What follows belongs to an exercise in optimizing a design on an open flow for small area, a short achievable clock period and few clock cycles per item; a production flow would make more cautious choices.
Where RTL was checked, it was by simulation tests only, not by an equivalence proof against the original.
No activity file was given, so power comes from the tool's default toggle rates.

Setup of the reference run:
## header_parser
module header_parser (
    input  logic         clk,
    input  logic         rst_n,
    input  logic  [0:255]  in_data,
    input  logic  [31:0]   in_keep,
    input  logic           in_valid,
    input  logic           in_last,
    output logic  [0:255]  out_data,
    output logic  [0:31]   out_keep,
    output logic           out_valid,
    output logic           out_last,
    output logic           timestamp_valid,
    output logic  [31:0]   timestamp,
    input  logic           out_ready,
    output logic           in_ready,
    input  logic           cfg_we,
    input  logic  [3:0]    cfg_waddr,
    input  logic  [31:0]   cfg_wdata,
    input  logic  [3:0]    cfg_raddr,
    output logic  [31:0]   cfg_rdata
);
Size in the first run: about 9600 sq um of cells after synthesis.
==> flow/config.mk <==
export PLATFORM = sky130hd
export DESIGN_NAME = header_parser
export DESIGN_NICKNAME = header_parser
export VERILOG_FILES = /design/flow/design.v
export SDC_FILE = /design/flow/constraint.sdc
export NUM_CORES = 4
export LEC_CHECK = 0
export CAP_MARGIN = 20
export CORE_MARGIN = 2
export CORE_UTILIZATION = 25
export CTS_BUF_LIST = sky130_fd_sc_hd__clkbuf_8 sky130_fd_sc_hd__clkbuf_16
export PLACE_DENSITY = 0.5
export SETUP_SLACK_MARGIN = 1.7
export SLEW_MARGIN = 20
==> flow/constraint.sdc <==
create_clock -name core_clock -period 5.0 [get_ports {clk}]
set_input_delay 1.0000 -clock core_clock [delete_from_list [all_inputs] [get_ports {clk}]]
set_output_delay 1.0000 -clock core_clock [all_outputs]
set_load 0.01 [all_outputs]
standard.sh (not shown) runs the stock make flow with config.mk's settings and CLKGATE_MAP_FILE= SYNTH_SCRIPT=/design/flow/synth_recipe.tcl, a recipe that flattens the netlist after the stock synthesis.
==> flow/flow/run.sh <==
#!/bin/bash
set -euo pipefail
cp standard.sh standard_sh.txt
export BUFFER_PORTS_ARGS="-buffer_cell sky130_fd_sc_hd__buf_1"
ARGS="IO_CONSTRAINTS=$PWD/flow/io.tcl"
bash standard.sh $ARGS synth > synth.log 2>&1
R=$PWD/orfs/results/$FLOW_PLATFORM/header_parser/base
cp $R/1_2_yosys.v standard_synth.v
python3 flow/rmux.py cut standard_synth.v cut.v ov > rmux_cut.log 2>&1
LIB=$FLOW_HOME/platforms/$FLOW_PLATFORM/lib/sky130_fd_sc_hd__tt_025C_1v80.lib \
IN=$PWD/cut.v OUT=$PWD/remapped.v TOP=$FLOW_TOP ABC_SCRIPT=$PWD/flow/remap.abc \
  yosys -c flow/remap.tcl > remap.log 2>&1
python3 flow/rmux.py add remapped.v final_synth.v ov > rmux_add.log 2>&1
cp final_synth.v $R/1_2_yosys.v
rm -f $R/1_synth.odb $R/1_synth.sdc
bash standard.sh $ARGS > standard.log 2>&1
Other scripts of this flow, unchanged in this note and not shown: flow/flow/io.tcl, flow/flow/remap.abc, flow/flow/remap.tcl, flow/flow/rmux.py
Testbench counts of the reference run, summed over its fixed seeds: cycles 26,111, packets 2,400.
What the trial run does differently from the reference run at the input level:
# the reference run
export LEC_CHECK = 0
export CAP_MARGIN = 20
export CORE_MARGIN = 2
export CORE_UTILIZATION = 25
export CTS_BUF_LIST = sky130_fd_sc_hd__clkbuf_8 sky130_fd_sc_hd__clkbuf_16
export PLACE_DENSITY = 0.5
export SETUP_SLACK_MARGIN = 1.7
export SLEW_MARGIN = 20
create_clock -name core_clock -period 5.0 [get_ports {clk}]
# the trial run
export LEC_CHECK = 0
export CAP_MARGIN = 20
export CORE_MARGIN = 2
export CORE_UTILIZATION = 25
export PLACE_DENSITY = 0.5
export SETUP_SLACK_MARGIN = 1.8
export SLEW_MARGIN = 20
create_clock -name core_clock -period 5.0 [get_ports {clk}]
==> comparison <==
Clock tree cell share of total cell area in the trial run vs the reference run: down 0.15 points. The trial run vs the reference run — count of vias placed by the detailed router rose 73. A capture point of the critical path of out_valid is what the trial run shows, while cfg_rdata[20] belongs to the reference run. Against the reference run, the trial run reports a shortest clock period the worst path allows after layout that is lower.


The RTL this note starts from:
==> flow/design.v <==
module cycle_counter (
    input  logic        clk,
    input  logic        load,
    output logic [31:0] cycle_count
);
    always_ff @(posedge clk) begin
        if (load) cycle_count <= 32'd1;
        else      cycle_count <= cycle_count + 32'd1;
    end
endmodule
module filter_config (
    input  logic        clk,         
    input  logic        rst_n,       
    input  logic        cfg_we,      
    input  logic [3:0]  cfg_waddr,   
    input  logic [31:0] cfg_wdata,   
    input  logic [3:0]  cfg_raddr,   
    output logic [31:0] cfg_rdata,   
    output logic [47:0] local_mac,       
    output logic [15:0] ethertype,       
    output logic [7:0]  ip_protocol,     
    output logic [31:0] ip_base,         
    output logic [31:0] ip_mask,         
    output logic [15:0] udp_dst_port     
);
    logic [31:0] mac_lo;     
    logic [15:0] mac_hi;     
    always_ff @(posedge clk or negedge rst_n) begin
        if (!rst_n) begin
            mac_lo         <= 32'hDEADBEEF;   
            mac_hi         <= 16'hCAFE;       
            ethertype      <= 16'h0800;       
            ip_protocol    <= 8'h11;          
            ip_base        <= 32'h0A000100;   
            ip_mask        <= 32'hFFFFFFFC;   
            udp_dst_port   <= 16'd25565;      
        end else if (cfg_we) begin
            case (cfg_waddr)
                4'h0: mac_lo         <= cfg_wdata;            
                4'h1: mac_hi         <= cfg_wdata[15:0];      
                4'h2: ethertype      <= cfg_wdata[15:0];      
                4'h3: ip_protocol    <= cfg_wdata[7:0];       
                4'h4: ip_base        <= cfg_wdata;            
                4'h5: ip_mask        <= cfg_wdata;            
                4'h6: udp_dst_port   <= cfg_wdata[15:0];      
                default: ;                                    
            endcase
        end
    end
    logic [31:0] r01, r23, r45, r67, r03, r47;
    assign r01 = cfg_raddr[0] ? {16'h0, mac_hi} : mac_lo;
    assign r23 = cfg_raddr[0] ? {24'h0, ip_protocol} : {16'h0, ethertype};
    assign r45 = cfg_raddr[0] ? ip_mask : ip_base;
    assign r67 = cfg_raddr[0] ? 32'hDEADBEEF : {16'h0, udp_dst_port};
    assign r03 = cfg_raddr[1] ? r23 : r01;
    assign r47 = cfg_raddr[1] ? r67 : r45;
    assign cfg_rdata = cfg_raddr[3] ? 32'hDEADBEEF : (cfg_raddr[2] ? r47 : r03);
    assign local_mac = {mac_hi, mac_lo};
endmodule
module filter_core(
    input  logic         clk,
    input  logic         rst_n,
    input  logic [255:0] data,
    input  logic         cfg_we,
    input  logic [3:0]   cfg_waddr,
    input  logic [31:0]  cfg_wdata,
    input  logic [3:0]   cfg_raddr,
    output logic [31:0]  cfg_rdata,
    output logic         beat0_ok,
    output logic         beat1_ok
);
    logic [47:0] cfg_local_mac;
    logic [15:0] cfg_ethertype;
    logic [7:0]  cfg_ip_protocol;
    logic [31:0] cfg_ip_base;
    logic [31:0] cfg_ip_mask;
    logic [15:0] cfg_dest_port;
    filter_config my_configuration (
        .clk,
        .rst_n,
        .cfg_we,
        .cfg_waddr,
        .cfg_wdata,
        .cfg_raddr,
        .cfg_rdata,
        .local_mac(cfg_local_mac),
        .ethertype(cfg_ethertype),
        .ip_protocol(cfg_ip_protocol),
        .ip_base(cfg_ip_base),
        .ip_mask(cfg_ip_mask),
        .udp_dst_port(cfg_dest_port)
    );
    assign beat0_ok = (data[47:0]    == cfg_local_mac) &&                     
                      (data[111:96]  == cfg_ethertype) &&                     
                      (data[119:112] == 8'h54) &&                             
                      (data[191:184] == cfg_ip_protocol) &&                   
                      ((data[255:240] & cfg_ip_mask[15:0]) == cfg_ip_base[15:0]);  
    assign beat1_ok = ((data[15:0] & cfg_ip_mask[31:16]) == cfg_ip_base[31:16]) &&  
                      (data[47:32] == cfg_dest_port);                              
endmodule
module header_parser (
    input  logic         clk,
    input  logic         rst_n,
    input  logic  [0:255]  in_data,
    input  logic  [31:0]   in_keep,
    input  logic           in_valid,
    input  logic           in_last,
    output logic  [0:255]  out_data,
    output logic  [0:31]   out_keep,
    output logic           out_valid,
    output logic           out_last,
    output logic           timestamp_valid,
    output logic  [31:0]   timestamp,
    input  logic           out_ready,
    output logic           in_ready,
    input  logic           cfg_we,
    input  logic  [3:0]    cfg_waddr,
    input  logic  [31:0]   cfg_wdata,
    input  logic  [3:0]    cfg_raddr,
    output logic  [31:0]   cfg_rdata
);
    localparam [31:0] HEADER_KEEP = 32'h0000_03FF;    
    typedef enum logic [1:0] {
        IDLE,     
        HDR1,     
        STREAM,   
        DROP      
    } parse_state;
    parse_state state, state_next;
    logic free, pass, b1;
    logic [255:0] d;
    assign d = in_data;
    logic beat0_ok, beat1_ok;
    filter_core my_filter_core (
        .clk,
        .rst_n,
        .data(d),
        .cfg_we,
        .cfg_waddr,
        .cfg_wdata,
        .cfg_raddr,
        .cfg_rdata,
        .beat0_ok,
        .beat1_ok
    );
    logic in_accept;
    assign in_accept = in_valid && in_ready;
    assign in_ready  = free || out_ready;
    assign out_valid = in_valid && (pass || (b1 && beat1_ok && !in_last));
    assign out_data  = in_data;
    assign out_keep  = b1 ? (in_keep & ~HEADER_KEEP) : in_keep;
    assign out_last  = in_last;
    always_comb begin
        state_next = state;
        case (state)
            IDLE:    if (in_accept) state_next = in_last ? IDLE : (beat0_ok ? HDR1 : DROP);
            HDR1:    if (in_accept) state_next = in_last ? IDLE : (beat1_ok ? STREAM : DROP);
            default: if (in_accept && in_last) state_next = IDLE;
        endcase
    end
    always_ff @(posedge clk or negedge rst_n) begin
        if (!rst_n) begin
            state           <= IDLE;
            free            <= 1'b1;
            pass            <= 1'b0;
            b1              <= 1'b0;
            timestamp_valid <= 1'b0;
        end else begin
            state           <= state_next;
            free            <= (state_next == IDLE) || (state_next == DROP);
            pass            <= (state_next == STREAM);
            b1              <= (state_next == HDR1);
            timestamp_valid <= in_accept && in_last && (state == STREAM);
        end
    end
    cycle_counter timestamper (
        .clk,
        .load(in_accept && state == IDLE),
        .cycle_count(timestamp)
    );
endmodule
clock: 5.0 ns
lec_check: 0
cap_margin: 20
core_margin: 2
core_utilization: 25
place_density: 0.5
setup_slack_margin: 2.0
slew_margin: 20
==> flow/flow/run.sh <==
#!/bin/bash
set -euo pipefail
cp standard.sh standard_sh.txt
export BUFFER_PORTS_ARGS="-buffer_cell sky130_fd_sc_hd__buf_1"
ARGS="IO_CONSTRAINTS=$PWD/flow/io.tcl"
bash standard.sh $ARGS synth > synth.log 2>&1
R=$PWD/orfs/results/$FLOW_PLATFORM/header_parser/base
cp $R/1_2_yosys.v standard_synth.v
python3 flow/rmux.py cut standard_synth.v cut.v > rmux_cut.log 2>&1
LIB=$FLOW_HOME/platforms/$FLOW_PLATFORM/lib/sky130_fd_sc_hd__tt_025C_1v80.lib \
IN=$PWD/cut.v OUT=$PWD/remapped.v TOP=$FLOW_TOP ABC_SCRIPT=$PWD/flow/remap.abc \
  yosys -c flow/remap.tcl > remap.log 2>&1
python3 flow/rmux.py add remapped.v final_synth.v > rmux_add.log 2>&1
cp final_synth.v $R/1_2_yosys.v
rm -f $R/1_synth.odb $R/1_synth.sdc
bash standard.sh $ARGS > standard.log 2>&1
==> flow/flow/rmux.py <==
#!/usr/bin/env python3
"""Replace the configuration read mux of a gate netlist by a hand-built one.

cut IN OUT : the cells that drive cfg_rdata now drive rmx_old instead, so the
             next synthesis step drops them as unused logic.
add IN OUT : adds the read mux, built from sky130 cells, driving cfg_rdata:
             a one-hot decode of cfg_raddr (one 4-input gate per register),
             then per bit AND-OR-INVERT gates (a22oi, sizable) of (select, register
             bit) pairs and a final NAND. Register bits are found as the Q nets of the
             flip-flops my_filter_core.my_configuration.<reg>[i].
"""
import re, sys

P = 'sky130_fd_sc_hd__'
DB = 0xDEADBEEF
# (address, register, width)
REGS = [(0, 'mac_lo', 32), (1, 'mac_hi', 16), (2, 'ethertype', 16), (3, 'ip_protocol', 8),
        (4, 'ip_base', 32), (5, 'ip_mask', 32), (6, 'udp_dst_port', 16)]


def cut(src):
    head, sep, body = src.partition('  wire [31:0] cfg_rdata;\n')
    assert sep, 'cfg_rdata declaration not found'
    n = body.count('(cfg_rdata[')
    assert n == 32, f'expected 32 cfg_rdata drivers, found {n}'
    body = body.replace('(cfg_rdata[', '(rmx_old[')
    return head + sep + '  wire [31:0] rmx_old;\n' + body


def add(src):
    q = {}
    for m in re.finditer(r'\n\s*' + P + r'df\w+\s+\\my_filter_core\.my_configuration\.(\w+)\[(\d+)\]\S*\s*\((.*?)\);', src, re.S):
        qm = re.search(r'\.Q\(\s*(.*?)\s*\)', m.group(3), re.S)
        q[(m.group(1), int(m.group(2)))] = qm.group(1)
    for _, r, w in REGS:
        for i in range(w):
            assert (r, i) in q, f'no flip-flop for {r}[{i}]'
    cells, wires = [], []
    def net(n):
        wires.append(n)
        return n
    def cell(typ, pins):
        name = f'rmx_c{len(cells)}'
        conns = ', '.join(f'.{p}({n} )' if n.startswith('\\') else f'.{p}({n})' for p, n in pins)
        cells.append(f'  {P}{typ} {name} ({conns});\n')
    a = [f'cfg_raddr[{i}]' for i in range(4)]
    sel = {}
    # one-hot decode, a3 must be 0 for addresses 0..6
    sel[0] = net('rmx_sel0'); cell('nor4_2', [('A', a[0]), ('B', a[1]), ('C', a[2]), ('D', a[3]), ('Y', sel[0])])
    sel[1] = net('rmx_sel1'); cell('nor4b_2', [('A', a[1]), ('B', a[2]), ('C', a[3]), ('D_N', a[0]), ('Y', sel[1])])
    sel[2] = net('rmx_sel2'); cell('nor4b_2', [('A', a[0]), ('B', a[2]), ('C', a[3]), ('D_N', a[1]), ('Y', sel[2])])
    sel[3] = net('rmx_sel3'); cell('and4bb_2', [('A_N', a[3]), ('B_N', a[2]), ('C', a[1]), ('D', a[0]), ('X', sel[3])])
    sel[4] = net('rmx_sel4'); cell('nor4b_2', [('A', a[0]), ('B', a[1]), ('C', a[3]), ('D_N', a[2]), ('Y', sel[4])])
    sel[5] = net('rmx_sel5'); cell('and4bb_2', [('A_N', a[3]), ('B_N', a[1]), ('C', a[2]), ('D', a[0]), ('X', sel[5])])
    sel[6] = net('rmx_sel6'); cell('and4bb_2', [('A_N', a[3]), ('B_N', a[0]), ('C', a[2]), ('D', a[1]), ('X', sel[6])])
    # high when the address reads the default value (7..15), and its inverse
    seld = net('rmx_seld'); cell('a31o_2', [('A1', a[2]), ('A2', a[1]), ('A3', a[0]), ('B1', a[3]), ('X', seld)])
    nseld = net('rmx_nseld'); cell('a31oi_2', [('A1', a[2]), ('A2', a[1]), ('A3', a[0]), ('B1', a[3]), ('Y', nseld)])
    for i in range(32):
        pairs = [(sel[ad], q[(r, i)]) for ad, r, w in REGS if i < w]
        db = (DB >> i) & 1
        parts = []
        # active-low partial sums: a22oi for two (select, bit) pairs; a left-over
        # pair takes the default term in an a21oi, or a nand2 without it
        while len(pairs) >= 2:
            (s0, q0), (s1, q1) = pairs[:2]
            pairs = pairs[2:]
            o = net(f'rmx_p{i}_{len(parts)}')
            cell('a22oi_1', [('A1', s0), ('A2', q0), ('B1', s1), ('B2', q1), ('Y', o)])
            parts.append(o)
        if pairs:
            (s0, q0), = pairs
            o = net(f'rmx_p{i}_{len(parts)}')
            if db:
                cell('a21oi_1', [('A1', s0), ('A2', q0), ('B1', seld), ('Y', o)])
                db = 0
            else:
                cell('nand2_1', [('A', s0), ('B', q0), ('Y', o)])
            parts.append(o)
        if db:
            parts.append(nseld)
        out = f'cfg_rdata[{i}]'
        if len(parts) == 1:
            cell('inv_1', [('A', parts[0]), ('Y', out)])
        else:
            typ = {2: 'nand2_1', 3: 'nand3_1', 4: 'nand4_1'}[len(parts)]
            cell(typ, [(p, n) for p, n in zip('ABCD', parts)] + [('Y', out)])
    body, sep, tail = src.rpartition('endmodule')
    assert sep
    decl = ''.join(f'  wire {w};\n' for w in wires)
    return body + decl + ''.join(cells) + sep + tail


if __name__ == '__main__':
    mode, fin, fout = sys.argv[1:4]
    src = open(fin).read()
    open(fout, 'w').write({'cut': cut, 'add': add}[mode](src))
Other scripts of this flow, unchanged in this note and not shown: flow/flow/io.tcl, flow/flow/remap.abc, flow/flow/remap.tcl
Edit:
--- a/flow/flow/rmux.py
+++ b/flow/flow/rmux.py
@@ -7,4 +7,4 @@
              a one-hot decode of cfg_raddr (one 4-input gate per register),
-             then per bit AND-OR-INVERT gates (a22oi, sizable) of (select, register
-             bit) pairs and a final NAND. Register bits are found as the Q nets of the
+             then per bit AND-OR-INVERT gates of (select, register bit) pairs
+             and a final NAND. Register bits are found as the Q nets of the
              flip-flops my_filter_core.my_configuration.<reg>[i].
@@ -55,4 +55,3 @@
     sel[6] = net('rmx_sel6'); cell('and4bb_2', [('A_N', a[3]), ('B_N', a[0]), ('C', a[2]), ('D', a[1]), ('X', sel[6])])
-    # high when the address reads the default value (7..15), and its inverse
-    seld = net('rmx_seld'); cell('a31o_2', [('A1', a[2]), ('A2', a[1]), ('A3', a[0]), ('B1', a[3]), ('X', seld)])
+    # low when the address reads the default value (7..15)
     nseld = net('rmx_nseld'); cell('a31oi_2', [('A1', a[2]), ('A2', a[1]), ('A3', a[0]), ('B1', a[3]), ('Y', nseld)])
@@ -60,22 +59,17 @@
         pairs = [(sel[ad], q[(r, i)]) for ad, r, w in REGS if i < w]
-        db = (DB >> i) & 1
         parts = []
-        # active-low partial sums: a22oi for two (select, bit) pairs; a left-over
-        # pair takes the default term in an a21oi, or a nand2 without it
-        while len(pairs) >= 2:
-            (s0, q0), (s1, q1) = pairs[:2]
-            pairs = pairs[2:]
+        k = 0
+        while k < len(pairs):
+            grp = pairs[k:k + 3]
+            k += len(grp)
             o = net(f'rmx_p{i}_{len(parts)}')
-            cell('a22oi_1', [('A1', s0), ('A2', q0), ('B1', s1), ('B2', q1), ('Y', o)])
+            if len(grp) == 3:
+                cell('a222oi_1', [('A1', grp[0][0]), ('A2', grp[0][1]), ('B1', grp[1][0]), ('B2', grp[1][1]),
+                                  ('C1', grp[2][0]), ('C2', grp[2][1]), ('Y', o)])
+            elif len(grp) == 2:
+                cell('a22oi_1', [('A1', grp[0][0]), ('A2', grp[0][1]), ('B1', grp[1][0]), ('B2', grp[1][1]), ('Y', o)])
+            else:
+                cell('nand2_1', [('A', grp[0][0]), ('B', grp[0][1]), ('Y', o)])
             parts.append(o)
-        if pairs:
-            (s0, q0), = pairs
-            o = net(f'rmx_p{i}_{len(parts)}')
-            if db:
-                cell('a21oi_1', [('A1', s0), ('A2', q0), ('B1', seld), ('Y', o)])
-                db = 0
-            else:
-                cell('nand2_1', [('A', s0), ('B', q0), ('Y', o)])
-            parts.append(o)
-        if db:
+        if (DB >> i) & 1:
             parts.append(nseld)
=> The new run went through all stages and came out clean. Clock-buffer cell count went up by 10. Utilization went down by 1.3 points. Total power is lower by a few percent. Die area is lower slightly. Flip-flop and latch count stays the same. Fmax goes up slightly. Final cell count goes down by a few percent. Via count went down by a few percent.
No functional check of the RTL was part of any run of this note.

-- afterwards: timing with drivers on the ports --
How much do the figures lean on ideal ports? The routed layouts below were timed once more, with nothing changed but the port constraints.
Step 1 assumes that a clkbuf_16 drives the clock port and a buf_2 every other input.
Step 2 times the ports against the registers' clock, not the clock port: input delays grow and output delays shrink by t, the midpoint of the rising clock arrivals with the driver on.
Slacks: no drivers / after step 1 / after step 2; pairs: no drivers / after step 1.
run	t (ns)	setup WS [ns]	worst setup path at the end	clock arrival spread, ns	worst data-port slew with drivers (ns)
the reference run	0.490	1.704 / 1.676 / 1.676	input to output	0.010 / 0.010	0.24
the trial run	0.492	1.779 / 1.746 / 1.746	input to output	0.011 / 0.012	0.25
the first run of note 2	0.487	1.448 / 1.405 / 1.405	input to output	0.025 / 0.025	0.23
the second run of note 2	0.469	1.468 / 1.330 / 1.330	input to output	0.015 / 0.015	0.23
After both steps every run listed still meets setup and hold. The setup slack of the second run of note 2, which loses most, moves by -0.138 ns with the drivers and by -0.138 ns with both steps.
